This is an optimization exercise on Yosys and OpenROAD, whose aim is small area and a short achievable clock period, not a production implementation.
In this exercise RTL edits were held to simulation tests only and were not proved equivalent to the original.

[flow/config.mk]
export PLATFORM = sky130hd
export DESIGN_NAME = mul_pipe
export DESIGN_NICKNAME = mul_pipe
export VERILOG_FILES = /design/flow/design.v
export SDC_FILE = /design/flow/constraint.sdc
export NUM_CORES = 4
export LEC_CHECK = 0
export CAP_MARGIN = 20
export CORE_MARGIN = 2
export CORE_UTILIZATION = 40
export PLACE_DENSITY = 0.6
export SLEW_MARGIN = 20
[flow/constraint.sdc]
create_clock -name core_clock -period 11.0 [get_ports {clk}]
set_input_delay 2.2000 -clock core_clock [delete_from_list [all_inputs] [get_ports {clk}]]
set_output_delay 2.2000 -clock core_clock [all_outputs]
set_load 0.01 [all_outputs]
[flow/design.v]
module mul_pipe(  clk, reset, X1, X2, X3, X4, Y1,Y2, Y3, Y4, ans);
	input clk, reset;
	input [31:0] X1, Y1, X2, Y2, X3, Y3, X4, Y4;
	output [31:0] ans;
	wire  X1_s, Y1_s, X2_s, Y2_s, X3_s, Y3_s, X4_s, Y4_s;
	wire [7:0] x_exp1, y_exp1, x_exp2, y_exp2, x_exp3, y_exp3, x_exp4, y_exp4;
	wire  [12:0] x_ext1_1, x_ext2_1, y_ext1_1, y_ext2_1,x_ext1_2, x_ext2_2, y_ext1_2, y_ext2_2, x_ext1_3, x_ext2_3, y_ext1_3, y_ext2_3, x_ext1_4, x_ext2_4, y_ext1_4, y_ext2_4;
	wire  X1_s_reg, Y1_s_reg, X2_s_reg, Y2_s_reg, X3_s_reg, Y3_s_reg, X4_s_reg, Y4_s_reg;
	wire [7:0] x_exp1_reg, y_exp1_reg, x_exp2_reg, y_exp2_reg, x_exp3_reg, y_exp3_reg, x_exp4_reg, y_exp4_reg;
	wire  [12:0] x_ext1_1_reg, x_ext2_1_reg, y_ext1_1_reg, y_ext2_1_reg,x_ext1_2_reg, x_ext2_2_reg, y_ext1_2_reg, y_ext2_2_reg, x_ext1_3_reg, x_ext2_3_reg, y_ext1_3_reg, y_ext2_3_reg, x_ext1_4_reg, x_ext2_4_reg, y_ext1_4_reg, y_ext2_4_reg;
	wire s1, s2, s3, s4;
	wire [7:0] exp1, exp2, exp3, exp4;
	wire [51:0] add1, add2, add3, add4;
	wire s1_reg, s2_reg, s3_reg, s4_reg;
	wire [7:0] exp1_reg, exp2_reg, exp3_reg, exp4_reg;
	wire [51:0] add1_reg, add2_reg, add3_reg, add4_reg;
	wire [51:0] sum1, sum2;
	wire [7:0] exp_1, exp_2;
	wire [51:0] sum1_reg, sum2_reg;
	wire [7:0] exp_1_reg, exp_2_reg;
	wire sign;
	wire [7:0] exp;
	wire [50:0] sum;
	wire sign_reg;
	wire [7:0] exp_reg;
	wire [50:0] sum_reg;
	wire s;
	wire [7:0] exp_o;
	wire [46:0] sum_o;
	wire sign_flag ;
	assign sign_flag = (X1[31:16] != 1'b0)? 1 : 0; 
	Unpack m1 (X1, Y1, X2, Y2, X3, Y3, X4, Y4, sign_flag, X1_s, Y1_s, X2_s, Y2_s, X3_s, Y3_s, X4_s, Y4_s, x_exp1, y_exp1, x_exp2, y_exp2, x_exp3, y_exp3, x_exp4, y_exp4, x_ext1_1, x_ext2_1, y_ext1_1, y_ext2_1,x_ext1_2, x_ext2_2, y_ext1_2, y_ext2_2, x_ext1_3, x_ext2_3, y_ext1_3, y_ext2_3, x_ext1_4, x_ext2_4, y_ext1_4, y_ext2_4);
	reg1 reg1( clk, reset,  X1_s, Y1_s, X2_s, Y2_s, X3_s, Y3_s, X4_s, Y4_s, x_exp1, y_exp1, x_exp2, y_exp2, x_exp3, y_exp3, x_exp4, y_exp4, x_ext1_1, x_ext2_1, y_ext1_1, y_ext2_1,x_ext1_2, x_ext2_2, y_ext1_2, y_ext2_2, x_ext1_3, x_ext2_3, y_ext1_3, y_ext2_3, x_ext1_4, x_ext2_4, y_ext1_4, y_ext2_4,
			X1_s_reg, Y1_s_reg, X2_s_reg, Y2_s_reg, X3_s_reg, Y3_s_reg, X4_s_reg, Y4_s_reg, x_exp1_reg, y_exp1_reg, x_exp2_reg, y_exp2_reg, x_exp3_reg, y_exp3_reg, x_exp4_reg, y_exp4_reg, x_ext1_1_reg, x_ext2_1_reg, y_ext1_1_reg, y_ext2_1_reg,x_ext1_2_reg, x_ext2_2_reg, y_ext1_2_reg, y_ext2_2_reg, x_ext1_3_reg, x_ext2_3_reg, y_ext1_3_reg, y_ext2_3_reg, x_ext1_4_reg, x_ext2_4_reg, y_ext1_4_reg, y_ext2_4_reg);
	mul_add m2 ( X1_s_reg, Y1_s_reg, X2_s_reg, Y2_s_reg, X3_s_reg, Y3_s_reg, X4_s_reg, Y4_s_reg, x_exp1_reg, y_exp1_reg, x_exp2_reg, y_exp2_reg, x_exp3_reg, y_exp3_reg, x_exp4_reg, y_exp4_reg, x_ext1_1_reg, x_ext2_1_reg, y_ext1_1_reg, y_ext2_1_reg,x_ext1_2_reg, x_ext2_2_reg, y_ext1_2_reg, y_ext2_2_reg, x_ext1_3_reg, x_ext2_3_reg, y_ext1_3_reg, y_ext2_3_reg, x_ext1_4_reg, x_ext2_4_reg, y_ext1_4_reg, y_ext2_4_reg, s1, s2, s3, s4, exp1, exp2, exp3, exp4, add1, add2, add3, add4);
	reg2 reg2( clk, reset, s1, s2, s3, s4, exp1, exp2, exp3, exp4, add1, add2, add3, add4, s1_reg, s2_reg, s3_reg, s4_reg, exp1_reg, exp2_reg, exp3_reg, exp4_reg, add1_reg, add2_reg, add3_reg, add4_reg);
	alig_sum1 m3( s1_reg, s2_reg, s3_reg, s4_reg, exp1_reg, exp2_reg, exp3_reg, exp4_reg, add1_reg, add2_reg, add3_reg, add4_reg, sum1, sum2, exp_1, exp_2);
	reg3 reg3( clk, reset, sum1, sum2, exp_1, exp_2, sum1_reg, sum2_reg, exp_1_reg, exp_2_reg);
	alig_sum2 m4(  exp_1_reg, exp_2_reg, sum1_reg, sum2_reg, sign, exp, sum);
	reg4 reg4( clk, reset, sign, exp, sum, sign_reg, exp_reg, sum_reg);
	normal m5( sign_reg, exp_reg, sum_reg, s, exp_o, sum_o);
	pack m6( s, exp_o, sum_o, ans);
endmodule
module reg4( clk, reset, sign, exp, sum, sign_reg, exp_reg, sum_reg);
	input clk, reset;
	input sign;
	input [7:0] exp;
	input [50:0] sum;
	output reg sign_reg;
	output reg [7:0] exp_reg;
	output reg [50:0] sum_reg;
	always@(posedge clk or posedge reset)begin
		if(reset)begin
			sign_reg <= 0;
			exp_reg  <= 0;
			sum_reg  <= 0;
		end
		else begin
			sign_reg <=	sign;
			exp_reg  <=	exp ;
			sum_reg  <=	sum ;
		end
	end
endmodule
module Unpack(  X1, Y1, X2, Y2, X3, Y3, X4, Y4, sign_flag, X1_s, Y1_s, X2_s, Y2_s, X3_s, Y3_s, X4_s, Y4_s, x_exp1, y_exp1, x_exp2, y_exp2, x_exp3, y_exp3, x_exp4, y_exp4, x_ext1_1, x_ext2_1, y_ext1_1, y_ext2_1,x_ext1_2, x_ext2_2, y_ext1_2, y_ext2_2, x_ext1_3, x_ext2_3, y_ext1_3, y_ext2_3, x_ext1_4, x_ext2_4, y_ext1_4, y_ext2_4);
	input sign_flag;
	input [31:0] X1, Y1, X2, Y2, X3, Y3, X4, Y4;
	output  X1_s, Y1_s, X2_s, Y2_s, X3_s, Y3_s, X4_s, Y4_s;
	output [7:0] x_exp1, y_exp1, x_exp2, y_exp2, x_exp3, y_exp3, x_exp4, y_exp4;
	output  [12:0] x_ext1_1, x_ext2_1, y_ext1_1, y_ext2_1,x_ext1_2, x_ext2_2, y_ext1_2, y_ext2_2, x_ext1_3, x_ext2_3, y_ext1_3, y_ext2_3, x_ext1_4, x_ext2_4, y_ext1_4, y_ext2_4;
	assign X1_s = (sign_flag)? X1[31] : X1[15]; 
	assign Y1_s = (sign_flag)? Y1[31] : Y1[15];
	assign X2_s = (sign_flag)? X2[31] : X2[15]; 
	assign Y2_s = (sign_flag)? Y2[31] : Y2[15];
	assign X3_s = (sign_flag)? X3[31] : X3[15]; 
	assign Y3_s = (sign_flag)? Y3[31] : Y3[15];
	assign X4_s = (sign_flag)? X4[31] : X4[15]; 
	assign Y4_s = (sign_flag)? Y4[31] : Y4[15];
	assign x_exp1 = (sign_flag)? X1[30:23] : X1[14:10];
	assign y_exp1 = (sign_flag)? Y1[30:23] : Y1[14:10];
	assign x_exp2 = (sign_flag)? X2[30:23] : X2[14:10];
	assign y_exp2 = (sign_flag)? Y2[30:23] : Y2[14:10];
	assign x_exp3 = (sign_flag)? X3[30:23] : X3[14:10];
	assign y_exp3 = (sign_flag)? Y3[30:23] : Y3[14:10];
	assign x_exp4 = (sign_flag)? X4[30:23] : X4[14:10];
	assign y_exp4 = (sign_flag)? Y4[30:23] : Y4[14:10];
	assign x_ext1_1 = (sign_flag)? {3'b001, X1[22:13]} : 0;
	assign x_ext1_2 = (sign_flag)? {3'b001, X2[22:13]} : 0;
	assign x_ext1_3 = (sign_flag)? {3'b001, X3[22:13]} : 0;
	assign x_ext1_4 = (sign_flag)? {3'b001, X4[22:13]} : 0;
	assign x_ext2_1 = (sign_flag)? X1[12:0] : {3'b001, X1[9:0]};
	assign x_ext2_2 = (sign_flag)? X2[12:0] : {3'b001, X2[9:0]};
	assign x_ext2_3 = (sign_flag)? X3[12:0] : {3'b001, X3[9:0]};
	assign x_ext2_4 = (sign_flag)? X4[12:0] : {3'b001, X4[9:0]};
	assign y_ext1_1 = (sign_flag)? {3'b001, Y1[22:13]} : 0;
	assign y_ext1_2 = (sign_flag)? {3'b001, Y2[22:13]} : 0;
	assign y_ext1_3 = (sign_flag)? {3'b001, Y3[22:13]} : 0;
	assign y_ext1_4 = (sign_flag)? {3'b001, Y4[22:13]} : 0;
	assign y_ext2_1 = (sign_flag)? Y1[12:0] : {3'b001, Y1[9:0]};
	assign y_ext2_2 = (sign_flag)? Y2[12:0] : {3'b001, Y2[9:0]};
	assign y_ext2_3 = (sign_flag)? Y3[12:0] : {3'b001, Y3[9:0]};
	assign y_ext2_4 = (sign_flag)? Y4[12:0] : {3'b001, Y4[9:0]};
endmodule
module reg1( clk, reset,  X1_s, Y1_s, X2_s, Y2_s, X3_s, Y3_s, X4_s, Y4_s, x_exp1, y_exp1, x_exp2, y_exp2, x_exp3, y_exp3, x_exp4, y_exp4, x_ext1_1, x_ext2_1, y_ext1_1, y_ext2_1,x_ext1_2, x_ext2_2, y_ext1_2, y_ext2_2, x_ext1_3, x_ext2_3, y_ext1_3, y_ext2_3, x_ext1_4, x_ext2_4, y_ext1_4, y_ext2_4,
			X1_s_reg, Y1_s_reg, X2_s_reg, Y2_s_reg, X3_s_reg, Y3_s_reg, X4_s_reg, Y4_s_reg, x_exp1_reg, y_exp1_reg, x_exp2_reg, y_exp2_reg, x_exp3_reg, y_exp3_reg, x_exp4_reg, y_exp4_reg, x_ext1_1_reg, x_ext2_1_reg, y_ext1_1_reg, y_ext2_1_reg,x_ext1_2_reg, x_ext2_2_reg, y_ext1_2_reg, y_ext2_2_reg, x_ext1_3_reg, x_ext2_3_reg, y_ext1_3_reg, y_ext2_3_reg, x_ext1_4_reg, x_ext2_4_reg, y_ext1_4_reg, y_ext2_4_reg);
	input  clk, reset, X1_s, Y1_s, X2_s, Y2_s, X3_s, Y3_s, X4_s, Y4_s;
	input [7:0] x_exp1, y_exp1, x_exp2, y_exp2, x_exp3, y_exp3, x_exp4, y_exp4;
	input  [12:0] x_ext1_1, x_ext2_1, y_ext1_1, y_ext2_1,x_ext1_2, x_ext2_2, y_ext1_2, y_ext2_2, x_ext1_3, x_ext2_3, y_ext1_3, y_ext2_3, x_ext1_4, x_ext2_4, y_ext1_4, y_ext2_4;
	output reg X1_s_reg, Y1_s_reg, X2_s_reg, Y2_s_reg, X3_s_reg, Y3_s_reg, X4_s_reg, Y4_s_reg;
	output reg [7:0] x_exp1_reg, y_exp1_reg, x_exp2_reg, y_exp2_reg, x_exp3_reg, y_exp3_reg, x_exp4_reg, y_exp4_reg;
	output reg [12:0] x_ext1_1_reg, x_ext2_1_reg, y_ext1_1_reg, y_ext2_1_reg,x_ext1_2_reg, x_ext2_2_reg, y_ext1_2_reg, y_ext2_2_reg, x_ext1_3_reg, x_ext2_3_reg, y_ext1_3_reg, y_ext2_3_reg, x_ext1_4_reg, x_ext2_4_reg, y_ext1_4_reg, y_ext2_4_reg;
	always@(posedge clk or posedge reset)begin
		if(reset)begin
			X1_s_reg <= 0;
			Y1_s_reg <= 0; 
			X2_s_reg <= 0; 
			Y2_s_reg <= 0; 
			X3_s_reg <= 0; 
			Y3_s_reg <= 0; 
			X4_s_reg <= 0;
			Y4_s_reg <= 0;
			x_exp1_reg <= 0;
			y_exp1_reg <= 0;
			x_exp2_reg <= 0; 
			y_exp2_reg <= 0;
			x_exp3_reg <= 0;
			y_exp3_reg <= 0;
			x_exp4_reg <= 0;
			y_exp4_reg <= 0;
			x_ext2_1_reg <= 0;
			x_ext2_2_reg <= 0;
			x_ext2_3_reg <= 0;
			x_ext2_4_reg <= 0;
			y_ext2_1_reg <= 0;
			y_ext2_2_reg <= 0;
			y_ext2_3_reg <= 0;
			y_ext2_4_reg <= 0;
		end 
		else begin
			X1_s_reg <= X1_s;
			Y1_s_reg <= Y1_s; 
			X2_s_reg <= X2_s; 
			Y2_s_reg <= Y2_s; 
			X3_s_reg <= X3_s; 
			Y3_s_reg <= Y3_s; 
			X4_s_reg <= X4_s;
			Y4_s_reg <= Y4_s;
			x_exp1_reg <= x_exp1;
			y_exp1_reg <= y_exp1;
			x_exp2_reg <= x_exp2; 
			y_exp2_reg <= y_exp2;
			x_exp3_reg <= x_exp3;
			y_exp3_reg <= y_exp3;
			x_exp4_reg <= x_exp4;
			y_exp4_reg <= y_exp4;
			x_ext2_1_reg <= x_ext2_1;
			x_ext2_2_reg <= x_ext2_2;
			x_ext2_3_reg <= x_ext2_3;
			x_ext2_4_reg <= x_ext2_4;
			y_ext2_1_reg <= y_ext2_1;
			y_ext2_2_reg <= y_ext2_2;
			y_ext2_3_reg <= y_ext2_3;
			y_ext2_4_reg <= y_ext2_4;
		end
	end
	always@(posedge clk or posedge reset)begin
		if(reset)begin
			x_ext1_1_reg <= 0 ;
			x_ext1_2_reg <= 0 ;
			x_ext1_3_reg <= 0 ;
			x_ext1_4_reg <= 0 ;
			y_ext1_1_reg <= 0 ;
			y_ext1_2_reg <= 0 ;
			y_ext1_3_reg <= 0 ;
			y_ext1_4_reg <= 0 ;
		end
		else begin
			x_ext1_1_reg <= x_ext1_1 ;
			x_ext1_2_reg <= x_ext1_2 ;
			x_ext1_3_reg <= x_ext1_3 ;
			x_ext1_4_reg <= x_ext1_4 ;
			y_ext1_1_reg <= y_ext1_1 ;
			y_ext1_2_reg <= y_ext1_2 ;
			y_ext1_3_reg <= y_ext1_3 ;
			y_ext1_4_reg <= y_ext1_4 ;
		end
	end
endmodule
module mul_add(  X1_s, Y1_s, X2_s, Y2_s, X3_s, Y3_s, X4_s, Y4_s, x_exp1, y_exp1, x_exp2, y_exp2, x_exp3, y_exp3, x_exp4, y_exp4, x_ext1_1, x_ext2_1, y_ext1_1, y_ext2_1,x_ext1_2, x_ext2_2, y_ext1_2, y_ext2_2, x_ext1_3, x_ext2_3, y_ext1_3, y_ext2_3, x_ext1_4, x_ext2_4, y_ext1_4, y_ext2_4, s1, s2, s3, s4, exp1, exp2, exp3, exp4, add1, add2, add3, add4);
	input  X1_s, Y1_s, X2_s, Y2_s, X3_s, Y3_s, X4_s, Y4_s;
	input [7:0] x_exp1, y_exp1, x_exp2, y_exp2, x_exp3, y_exp3, x_exp4, y_exp4;
	input  [12:0] x_ext1_1, x_ext2_1, y_ext1_1, y_ext2_1,x_ext1_2, x_ext2_2, y_ext1_2, y_ext2_2, x_ext1_3, x_ext2_3, y_ext1_3, y_ext2_3, x_ext1_4, x_ext2_4, y_ext1_4, y_ext2_4;
	output s1, s2, s3, s4;
	output [7:0] exp1, exp2, exp3, exp4;
	output [51:0] add1, add2, add3, add4;
	wire sign_flag;
	reg [25:0] m1[1:4];
	reg [25:0] m2[1:4];
	reg [25:0] m3[1:4];
	reg [25:0] m4[1:4];
	assign sign_flag = (x_ext1_1)? 1 : 0;
	assign s1 =  X1_s ^ Y1_s;
	assign s2 =  X2_s ^ Y2_s;
	assign s3 =  X3_s ^ Y3_s;
	assign s4 =  X4_s ^ Y4_s;
	assign exp1 = (sign_flag)? x_exp1 + y_exp1 - 127 : x_exp1 + y_exp1 - 15;
	assign exp2 = (sign_flag)? x_exp2 + y_exp2 - 127 : x_exp2 + y_exp2 - 15;
	assign exp3 = (sign_flag)? x_exp3 + y_exp3 - 127 : x_exp3 + y_exp3 - 15;
	assign exp4 = (sign_flag)? x_exp4 + y_exp4 - 127 : x_exp4 + y_exp4 - 15;
	assign add1 = {m1[4], 26'b0} + {m1[3], {13{1'b0}}} + {m1[2], {13{1'b0}}} + m1[1];
	assign add2 = {m2[4], 26'b0} + {m2[3], {13{1'b0}}} + {m2[2], {13{1'b0}}} + m2[1];
	assign add3 = {m3[4], 26'b0} + {m3[3], {13{1'b0}}} + {m3[2], {13{1'b0}}} + m3[1];
	assign add4 = {m4[4], 26'b0} + {m4[3], {13{1'b0}}} + {m4[2], {13{1'b0}}} + m4[1];
	always@(*)begin
		m1[4] = x_ext1_1 * y_ext1_1;
		m2[4] = x_ext1_2 * y_ext1_2;
		m3[4] = x_ext1_3 * y_ext1_3;
		m4[4] = x_ext1_4 * y_ext1_4;
	end
	always@(*)begin
		m1[3] = x_ext2_1 * y_ext1_1;
		m2[3] = x_ext2_2 * y_ext1_2;
		m3[3] = x_ext2_3 * y_ext1_3;
		m4[3] = x_ext2_4 * y_ext1_4;
	end
	always@(*)begin
		m1[2] = x_ext1_1 * y_ext2_1;
		m2[2] = x_ext1_2 * y_ext2_2;
		m3[2] = x_ext1_3 * y_ext2_3;
		m4[2] = x_ext1_4 * y_ext2_4;
	end
	always@(*)begin
		m1[1] = x_ext2_1 * y_ext2_1;
		m2[1] = x_ext2_2 * y_ext2_2;
		m3[1] = x_ext2_3 * y_ext2_3;
		m4[1] = x_ext2_4 * y_ext2_4;
	end
endmodule
module reg2(clk, reset, s1, s2, s3, s4, exp1, exp2, exp3, exp4, add1, add2, add3, add4, s1_reg, s2_reg, s3_reg, s4_reg, exp1_reg, exp2_reg, exp3_reg, exp4_reg, add1_reg, add2_reg, add3_reg, add4_reg);
	input clk, reset;
	input s1, s2, s3, s4;
	input [7:0] exp1, exp2, exp3, exp4;
	input [51:0] add1, add2, add3, add4;
	output reg s1_reg, s2_reg, s3_reg, s4_reg;
	output reg [7:0] exp1_reg, exp2_reg, exp3_reg, exp4_reg;
	output reg [51:0] add1_reg, add2_reg, add3_reg, add4_reg;
	always@(posedge clk or posedge reset)begin
		if(reset)begin
			s1_reg <= 0;
			s2_reg <= 0;
			s3_reg <= 0;
			s4_reg <= 0;
			exp1_reg <= 0;
			exp2_reg <= 0;
			exp3_reg <= 0;
			exp4_reg <= 0; 
			add1_reg <= 0;
			add2_reg <= 0;
			add3_reg <= 0;
			add4_reg <= 0;
		end
		else begin
			s1_reg <= s1;
			s2_reg <= s2;
			s3_reg <= s3;
			s4_reg <= s4;
			exp1_reg <= exp1;
			exp2_reg <= exp2;
			exp3_reg <= exp3;
			exp4_reg <= exp4; 
			add1_reg <= add1;
			add2_reg <= add2;
			add3_reg <= add3;
			add4_reg <= add4;
		end
	end
endmodule
module alig_sum1(s1, s2, s3, s4, exp1, exp2, exp3, exp4, add1, add2, add3, add4, sum1, sum2, exp_1, exp_2);
	input s1, s2, s3, s4;
	input [7:0] exp1, exp2, exp3, exp4;
	input [51:0] add1, add2, add3, add4;
	output [51:0] sum1, sum2;
	output [7:0] exp_1, exp_2;
	wire [51:0] add_1, add_2, add_3, add_4;
	wire [51:0] add_1_2, add_2_2, add_3_2, add_4_2;
	assign exp_1 = (exp1 > exp2)? exp1 : exp2;
	assign exp_2 = (exp3 > exp4)? exp3 : exp4;
	assign add_1 = (exp1 > exp2)? add1 : add1 >> (exp2 - exp1);
	assign add_2 = (exp1 > exp2)? add2 >> (exp1 - exp2) : add2;
	assign add_3 = (exp3 > exp4)? add3 : add3 >> (exp4 - exp3);
	assign add_4 = (exp3 > exp4)? add4 >> (exp3 - exp4) : add4;
	assign add_1_2 = (s1) ? ~add_1 + 1 : add_1;
	assign add_2_2 = (s2) ? ~add_2 + 1 : add_2;
	assign add_3_2 = (s3) ? ~add_3 + 1 : add_3;
	assign add_4_2 = (s4) ? ~add_4 + 1 : add_4;
	assign sum1 = add_1_2 + add_2_2;
	assign sum2 = add_3_2 + add_4_2;
endmodule
module reg3 ( clk, reset, sum1, sum2, exp_1, exp_2, sum1_reg, sum2_reg, exp_1_reg, exp_2_reg);
	input clk, reset;
	input [51:0] sum1, sum2;
	input [7:0] exp_1, exp_2;
	output reg  [51:0] sum1_reg, sum2_reg;
	output reg  [7:0] exp_1_reg, exp_2_reg;
	always@(posedge clk or posedge reset)begin
		if(reset)begin
			sum1_reg <= 0;
			sum2_reg <= 0;
			exp_1_reg <= 0;
			exp_2_reg <= 0;
		end
		else begin
			sum1_reg <= sum1;
			sum2_reg <= sum2;
			exp_1_reg <= exp_1;
			exp_2_reg <= exp_2;
		end
	end
endmodule
module alig_sum2(  exp_1, exp_2, sum1, sum2, sign, exp, sum);
	input signed[51:0] sum1, sum2;
	input [7:0] exp_1, exp_2;
	output sign;
	output [7:0] exp;
	output [50:0] sum;
	wire s1, s2;
	wire signed [51:0] sum1_1, sum2_1;
	wire [52:0] add;
	assign s1 = sum1[51];
	assign s2 = sum2[51];
	assign exp = (exp_1 > exp_2)? exp_1 : exp_2;
	assign sum1_1 = (exp_1 > exp_2)? sum1 : sum1 >>> (exp_2 - exp_1);
	assign sum2_1 = (exp_1 > exp_2)? sum2 >>> (exp_1 - exp_2) : sum2;
	assign add = sum1_1 + sum2_1;
	assign sign = add[51];
	assign sum = (add[51])? ~add[50:0] + 1 : add[50:0];
endmodule
module normal( sign, exp, sum, s, exp_o, sum_o);
	input sign;
	input [7:0] exp;
	input [50:0] sum;
	output s;
	output reg [7:0] exp_o;
	output reg [46:0] sum_o;
	reg [5:0] zero_cnt;
	wire flag;
	reg con;
	integer i;
	assign flag = (sum[50:24] == 0)? 0 : 1;
	assign s = sign;
	always@(*)begin
		con = 1'b1;
		zero_cnt = 0;
		for( i = 50 ; i>=0; i = i - 1)begin
			if(con)begin
				zero_cnt = (sum[i])? 6'd50 - i : 0;
				con = (sum[i])? 1'b0 : 1'b1;
			end
		end
	end
	always@(*)begin
		if(flag)begin
			if(sum[49])begin
				exp_o = exp + 3;
				sum_o = sum[48:0] >> 2;
			end
			else if(sum[48])begin
				exp_o = exp + 2;
				sum_o = sum[47:0] >> 1;
			end
			else if(sum[47])begin
				exp_o = exp + 1;
				sum_o = sum[46:0];
			end
			else begin
				exp_o = exp - (zero_cnt - 4);
				sum_o = sum[46:0] << (zero_cnt - 3);
			end
		end
		else begin
			if(sum[23])begin
				exp_o = exp + 3;
				sum_o = sum[22:0] >> 2;
			end
			else if(sum[22])begin
				exp_o = exp + 2;
				sum_o = sum[21:0] >> 1;
			end
			else if(sum[21])begin
				exp_o = exp + 1;
				sum_o = sum[20:0];
			end
			else begin
				exp_o = exp - (zero_cnt - 30);
				sum_o = sum[20:0] << (zero_cnt - 29);
			end
		end
	end
endmodule
module pack(sign, exp, sum, ans);
	input sign;
	input [7:0] exp;
	input [46:0] sum;
	output [31:0] ans;
	wire flag;
	assign flag = (sum[46:24] == 0)? 0 : 1;
	wire G, R, S, L, Gh, Rh, Sh, Lh;
	reg [22:0] sum_1;
	assign G = sum[23];
	assign R = sum[22];
	assign S = (sum[21:0] != 0) ? 1 : 0;
	assign L = sum[24];
	assign Gh = sum[10];
	assign Rh = sum[9];
	assign Sh = (sum[8:0] != 0) ? 1 : 0;
	assign Lh = sum[11];
	assign ans = (flag)? {sign, exp, sum_1} : {16'b0,sign,exp[4:0],sum_1[9:0]};
	always@(*)begin
		if(flag)begin
			if(G && ( R || S || L))	sum_1 = sum[46:24] + 1;
			else sum_1 = sum[46:24];
		end
		else begin
			if(Gh && (Rh || Sh || Lh)) sum_1 = sum[20:11] + 1;
			else sum_1 = sum[20:11] ;
		end
	end
endmodule
[flow/run.sh]
#!/bin/bash
# synth_recipe.tcl (not shown) runs the flow's synth.tcl, then flattens the netlist and writes it again
# the make line also repeats each setting of config.mk as NAME=value (left out here)
make -C /OpenROAD-flow-scripts/flow DESIGN_CONFIG=/design/flow/config.mk WORK_HOME=/design/flow/orfs CLKGATE_MAP_FILE= SYNTH_SCRIPT=/design/flow/synth_recipe.tcl finish
==> run notes <==
## what timing repair did
| item | CTS | global route |
|---|---|---|
| hold buffers | 0 | 0 |
| resized for setup | 4 | 46 |
| buffers inserted | 2 | 7 |
| pin swaps | 1 | 1 |
| endpoints found under the setup margin | 32 | 32 |
## final cells by class
| cell class | instances | area [µm²] | share of cell area (%) |
|---|---|---|---|
| inverters | 2328 | 8750 | 5.34 |
| well taps | 4994 | 6250 | 3.82 |
| diodes | 173 | 433 | 0.264 |
| clock inverters | 57 | 718 | 0.439 |
| repair buffers | 760 | 6640 | 4.05 |
| multi-input cells | 14100 | 122000 | 74.3 |
| clock buffers | 105 | 2430 | 1.49 |
| flip-flops and latches | 673 | 16800 | 10.3 |
## metal layers
metal | track usage, % | share of wire, % | up-vias
li1 | - | - | 60300
met1 | 35.3 | 42 | 65200
met2 | 43.3 | 46 | 4989
met3 | 4.17 | 7.1 | 1061
met4 | 12.0 | 5.1 | 8
met5 | 0 | 0.011 | -
## synth_stat cells (40+ instances only)
master,instances,area [µm²]
a21o_1,195,1460
and3_1,138,863
nand2_1,2425,9100
nand4_1,81,507
a31oi_1,100,626
nor3_1,261,1310
nor2b_1,103,644
inv_1,2320,8710
or3_1,106,663
o211ai_1,154,1160
a21oi_1,863,4320
clkbuf_1,801,3010
mux2_2,120,1350
buf_1,98,368
a2111oi_0,44,385
mux2i_1,460,4600
a22o_1,62,543
dfrtp_1,673,16800
nand3_1,313,1570
and2_1,1051,6580
or2_2,63,394
ha_1,1547,19400
buf_2,66,330
xor2_1,256,2240
nor2_1,878,3300
xnor2_1,694,6080
a22oi_1,60,450
a221oi_1,88,771
a211oi_1,150,1130
o21ai_0,754,3770
o21a_1,109,818
mux4_2,142,3200
nor4_1,67,419
o22ai_1,40,250
nand2b_1,126,788
o31ai_1,116,871
o21bai_1,163,1220
fa_1,1715,34300
## through the flow
| step | util (%) | setup TNS [ps] |
|---|---|---|
| finish | 43.6 | 0 |
| global placement | 42.6 | 0 |
| CTS | 43.4 | 0 |
| floorplan | - | -272100 |
| detailed placement | 42.6 | 0 |
| global route | 43.6 | -19.6 |
## cell families after synthesis
group	Yosys count	synth area share, %
and+or+nand+nor	5775	18.3
buffers and inverters	3331	8.50
DFF	673	11.2
adders and majority gates	3262	35.6
muxes	724	6.11
xor gates and xnor gates	952	5.54
other	1	0.00249
AOI/OAI and AO/OA	3383	14.7
## worst max path at each step
| stage | start | end |
|---|---|---|
| final | reg4.sum_reg[46] | ans[30] |
| after global placement | reg4.sum_reg[46] | ans[8] |
| after detailed placement | reg4.sum_reg[46] | ans[8] |
| after global routing | reg4.sum_reg[46] | ans[8] |
| after CTS | reg4.sum_reg[46] | ans[30] |
| after floorplan | reset | reg1.X1_s_reg |
## worst register-to-register path: cells and delay by family (launching register included)
kind,cells,cell delay (ps)
xor gates and xnor gates,2,340
adders and majority gates,10,3720
AOI/OAI and AO/OA,20,3620
DFF,1,990
buffers and inverters,4,230
and+or+nand+nor,7,1030
==> impl_metrics.csv <==
group,metric,value,unit
status,status,"finished clean",
clock_network,insertion_delay,880,ps
worst_hold_path,hp-start,"reg1.Y3_s_reg",
logic_synthesis,synth_ff_type,"dfrtp_1",
grt,grt_pass1_vias,131000,
floorplanning,io_pins,290,
logic_synthesis,yosysSeqAreaShare,11.2,%
cells_and_area,layout_common_cells,"nand2_1, inv_1, fa_1",
placement,place.gp.congestion,1.05,
worst_setup_path,timing.rr.end,"reg2.add3_reg[47]",
worst_setup_path,rrSetupSlack,950,ps
clock_network,cts_inserted_buffers,91,
logic_synthesis,synth_seq_cells,673,
worst_hold_path,hp-class,"flip-flop to flip-flop",
routing,drtAntennaViolNets,0,
routing,initialDrtViolationCount,12300,
sta,setup_slack,209,ps
sta,fin_skew,81.6,ps
clock_network,clkSlewWorstSetupHoldPaths,60,ps
cells_and_area,nFillCells,37500,
worst_setup_path,cp_cell_sequence,"or4_1 -> or4_4 -> or4_4 -> o31a_2 -> nor2_2 -> inv_1 -> ha_1 -> a21boi_1 -> o21a_1 -> buf_6 -> nor3b_1 -> o21ai_0 -> o21a_1 -> mux4_2 -> a21oi_1 -> a21oi_1 -> o21a_1 -> and4bb_1 -> nand4_1 -> nor3_4 -> buf_4 -> a211oi_1 -> buf_4 -> clkdlybuf4s50_1",
worst_hold_path,holdPathStages,1,
worst_setup_path,r2r_start,"reg1.y_ext1_3_reg[3]",
floorplanning,row_count,225,
worst_setup_path,cp.depth,24,
grt,grt_pass1_wl,797000,µm
cells_and_area,syn_to_final_growth,8.64,%
grt,antenna_found_initial,34,
floorplanning,fp.coreArea,375000,µm²
sta,slew_headroom,14.3,%
worst_setup_path,crit_required,8800,ps
worst_setup_path,critPathMostFrequentCell,"o21a_1",
clock_network,ctsRootBufferMaster,"clkbuf_16",
worst_setup_path,startpoint_type,"flip-flop",
grt,grt_use_total,26.8,%
worst_setup_path,crit_family,"simple AND/OR/NAND/NOR gates",
logic_synthesis,avgSynthCellArea,8.33,µm²
sta,setup_violations,0,
sta,max_freq,0.0927,GHz
placement,placed_cells,22800,
sta,whs,468,ps
clock_network,cts_max_path_buffers,4,
clock_network,htreeDepth,3,
sta,fin_crit,10790,ps
clock_network,cts_tree,"built",
sta,slew_violations,0,
logic_synthesis,synth_edf_count,0,
placement,dp_hpwl,415000,µm
placement,port_buffers,289,
sta,tightest_slew,1270,ps
grt,grt_max_degree,159,
worst_setup_path,crit_buf_inv,5,
routing,vias,132000,
cells_and_area,layout_commonest_cell,"nand2_1",
grt,overflow,0,
routing,wl_per_cell,22.3,µm
cells_and_area,fin_cells,23200,
worst_setup_path,critPathCaptureType,"output port",
worst_setup_path,max_stage_delay,650,ps
floorplanning,start_util,40.2,%
logic_synthesis,synthCells,18100,
worst_setup_path,critPathMaxFanout,35,
floorplanning,die_w,618,µm
sta,post-route-period-util,98.1,%
logic_synthesis,yosysUniqueCellTypes,125,
worst_setup_path,rr_worst_depth,43,
cells_and_area,layout.nets,21500,
worst_setup_path,arrival,8590,ps
worst_setup_path,crit_type,"flip-flop to output port",
floorplanning,dieArea,382000,µm²
clock_network,clock-sinks,673,
routing,drt_wl_total,516000,µm
sta,final_hold_viol_count,0,
worst_setup_path,slowest_stage,"or4_4",
floorplanning,fp.dieH,618,µm
routing,drt_pre_antenna_iters,7,
cells_and_area,finish.instance_area,164000,µm²
cells_and_area,layout-drive-gt1-share,6.41,%
logic_synthesis,syn_area,151000,µm²
job,max_cap_violations,0,
worst_hold_path,holdPathEnd,"reg2.s3_reg",
routing,viasPerCell,5.67,
placement,placed_area,160000,µm²
logic_synthesis,async_flop_share,100,%
routing,route.detailed.drc,0,
placement,place_ws,511,ps
logic_synthesis,ys_warn_count,11,

## afterwards: timing with drivers on the ports
The flow's constraints put no driver on any port. The routed layout listed below was extracted and timed again, unchanged, in two steps.
Step 1 sets driving cells, clkbuf_16 on the clock port and buf_2 on the other inputs (assumed; they add their load-dependent delay and slew).
Step 2 also shifts input and output timing later by t, the mid clock arrival at the registers, as if the neighbouring blocks saw the same clock.
Three values: ideal ports, drivers, drivers and shift; two values: the first two.
t, ns: 0.954
slack for setup (ns): 0.209 / 0.098 / 0.947
clock arrival spread, ns: 0.086 / 0.085
worst slew at a driven data input, ns: 0.09
cell pins on the clock port's net: 1
After both steps setup and hold are still met in this run. The setup slack of this run moves by -0.111 ns with the drivers and by +0.738 ns with both steps.
